This is an optimization exercise on Yosys and OpenROAD, whose aim is small area, not a production implementation. In this exercise RTL edits were held to simulation tests only and were not proved equivalent to the original.

## run C
Design mac_unit_Parallel_128_clk, start of the top module:
module mac_unit_Parallel_128_clk
#(
    parameter DATA_WIDTH    = 8,
    parameter VEC_LENGTH    = 16,
	parameter ACC_WIDTH     = DATA_WIDTH + 16,
	parameter RESULT_WIDTH  = 2*DATA_WIDTH
) (
	input  logic                             clk,
	input  logic                             reset,
	input  logic                             mul_en,
	input  logic                             acc_en,
	input  logic                             load_accum,
	input  logic [VEC_LENGTH*DATA_WIDTH-1:0] act,
	input  logic [VEC_LENGTH*DATA_WIDTH-1:0] w_in,
	input  logic signed [ACC_WIDTH-1:0]      accum_prev,
	output logic signed [RESULT_WIDTH-1:0]   result
);
Settings: LEC_CHECK=0, ABC_AREA=1, CAP_MARGIN=20, CORE_MARGIN=2, CORE_UTILIZATION=70, CTS_BUF_LIST=sky130_fd_sc_hd__clkbuf_4 sky130_fd_sc_hd__clkbuf_8, GPL_TIMING_DRIVEN=0, SETUP_SLACK_MARGIN=0.15, SLEW_MARGIN=20, SYNTH_HIERARCHICAL=1, SYNTH_MINIMUM_KEEP_SIZE=0; clock period 8.0 ns.
standard.sh (not shown) runs the stock make flow with config.mk's settings and CLKGATE_MAP_FILE= SYNTH_SCRIPT=/design/flow/synth_recipe.tcl, a recipe that flattens the netlist after the stock synthesis.
==> flow/flow/run.sh <==
#!/bin/bash
set -euo pipefail
export BUFFER_PORTS_ARGS="-buffer_cell sky130_fd_sc_hd__buf_1"
export REMOVE_ABC_BUFFERS=1
export CTS_ARGS="-sink_clustering_enable -repair_clock_nets -dont_use_dummy_load -sink_clustering_size 16 -sink_clustering_max_diameter 100 -buf_list {sky130_fd_sc_hd__clkbuf_4 sky130_fd_sc_hd__clkbuf_8}"

rm -rf myscripts
cp -r "$FLOW_HOME/scripts" myscripts
cp flow/abc_area.script myscripts/abc_area.script
sed "s|^make -C |make SCRIPTS_DIR=$PWD/myscripts -C |" standard.sh > synth_custom.sh
bash synth_custom.sh synth > synth.log 2>&1
bash standard.sh > standard.log 2>&1
==> flow/flow/abc_area.script <==
strash
dch -f
amap
topo
Per the final summary, run C finished and its layout is clean on timing, DRC and antenna.
#### Input delta (run E over run C)
diff --git a/flow/flow/run.sh b/flow/flow/run.sh
--- a/flow/flow/run.sh
+++ b/flow/flow/run.sh
@@ -5 +5 @@
-export CTS_ARGS="-sink_clustering_enable -repair_clock_nets -dont_use_dummy_load -sink_clustering_size 16 -sink_clustering_max_diameter 100 -buf_list {sky130_fd_sc_hd__clkbuf_4 sky130_fd_sc_hd__clkbuf_8}"
+export CTS_ARGS="-sink_clustering_enable -repair_clock_nets -dont_use_dummy_load -sink_clustering_size 12 -sink_clustering_max_diameter 80 -buf_list {sky130_fd_sc_hd__clkbuf_4 sky130_fd_sc_hd__clkbuf_8}"
diff --git a/flow/config.mk b/flow/config.mk
--- a/flow/config.mk
+++ b/flow/config.mk
@@ -11 +11 @@
-export CORE_UTILIZATION = 70
+export CORE_UTILIZATION = 60
==> comparison <==
Total length of routed met3 wires, run E vs run C: down by more than 10%
The run showing the smaller number of cells in the finished layout apart from fillers is run C.
Looking at pre-CTS setup slack across both flows, run E is the stronger of the two, with run C trailing.
Total area of multi-input combinational cells delta (run C -> run E): insignificant


== main ==
Another version of the RTL of mac_unit_Parallel_128_clk (not shown whole).
For scale: about 200 flip-flops, roughly 300 I/O pins.
// mac_unit_Parallel_128_clk
module mac_unit_Parallel_128_clk
#(
    parameter DATA_WIDTH    = 8,
    parameter VEC_LENGTH    = 16,
	parameter ACC_WIDTH     = DATA_WIDTH + 16,
	parameter RESULT_WIDTH  = 2*DATA_WIDTH
) (
	input  logic                             clk,
	input  logic                             reset,
	input  logic                             mul_en,
	input  logic                             acc_en,
	input  logic                             load_accum,
	input  logic [VEC_LENGTH*DATA_WIDTH-1:0] act,
	input  logic [VEC_LENGTH*DATA_WIDTH-1:0] w_in,
	input  logic signed [ACC_WIDTH-1:0]      accum_prev,
	output logic signed [RESULT_WIDTH-1:0]   result
);
export LEC_CHECK = 0
export CAP_MARGIN = 20
export CORE_MARGIN = 2
export CORE_UTILIZATION = 40
export SLEW_MARGIN = 20
export SYNTH_HIERARCHICAL = 1
export SYNTH_MINIMUM_KEEP_SIZE = 0
create_clock -name core_clock -period 8.0 [get_ports {clk}]
run.sh (not shown) runs the stock make flow with config.mk's settings and CLKGATE_MAP_FILE= SYNTH_SCRIPT=/design/flow/synth_recipe.tcl, a recipe that flattens the netlist after the stock synthesis.
Stock flow here: none of the scripts above is used.
diff inputs: main => the feature branch
==> flow/flow/run.sh (new file) <==
#!/bin/bash
# Standard ORFS layout (the standard.sh, standard synthesis unchanged), with one
# change: the port buffers that global placement inserts on every input and output
# are the smallest buffer cell instead of the default delay buffer.
set -euo pipefail
export BUFFER_PORTS_ARGS="-buffer_cell sky130_fd_sc_hd__buf_1"
bash standard.sh > standard.log 2>&1
==> flow/standard.sh (new file) <==
#!/bin/bash
# synth_recipe.tcl (not shown) runs the flow's synth.tcl, then flattens the netlist and writes it again
# the make line also repeats each setting of config.mk as NAME=value (left out here)
make -C /OpenROAD-flow-scripts/flow DESIGN_CONFIG=/design/flow/config.mk WORK_HOME=/design/flow/orfs CLKGATE_MAP_FILE= SYNTH_SCRIPT=/design/flow/synth_recipe.tcl "${@:-finish}"
removed: flow/run.sh
==> comparison <==
Minimum period implied by the final worst setup slack was lower in the feature branch than in main. main has higher smallest hold slack than the feature branch. Cmp the feature branch vs main: portion of the layout cell area used by non-clock buffers lower in the feature branch. Looking at the reports, the feature branch completed the entire flow and the layout it produced met the timing, DRC and antenna checks. Summary of the feature branch over main: final-layout clock buffer total down 7; detailed route wirelength on metal2 down about 7%.

-- what the ideal ports hide --
How much do the figures lean on ideal ports? The routed layouts below were timed once more, with nothing changed but the port constraints.
Step 1: set_driving_cell puts a clkbuf_16 on clk and a buf_2 on each other input, an assumption about the parent block.
Step 2 adds t to the input delays and takes it off the output delays; t is the mean of the earliest and latest rising clock arrival at the registers after step 1. Input paths then give back, and output paths get back, about the clock's delay inside the block.
Three values: ideal ports, drivers, drivers and shift; two values: the first two.
run	t (ns)	slack for setup (ns)	worst register clock-pin slew, ns	worst slew at a driven data input, ns
run C	0.651	0.511 / 0.543 / -0.108	0.12 / 0.12	0.06
run E	0.670	0.460 / 0.497 / -0.173	0.09 / 0.09	0.08
main	0.662	0.188 / 0.205 / -0.457	0.07 / 0.07	0.08
the feature branch	0.691	0.632 / 0.664 / -0.027	0.07 / 0.07	0.09
Met with ideal ports but missed after step 2: setup timing in every run listed. The setup slack of the feature branch, which loses most, moves by +0.032 ns with the drivers and by -0.659 ns with both steps.
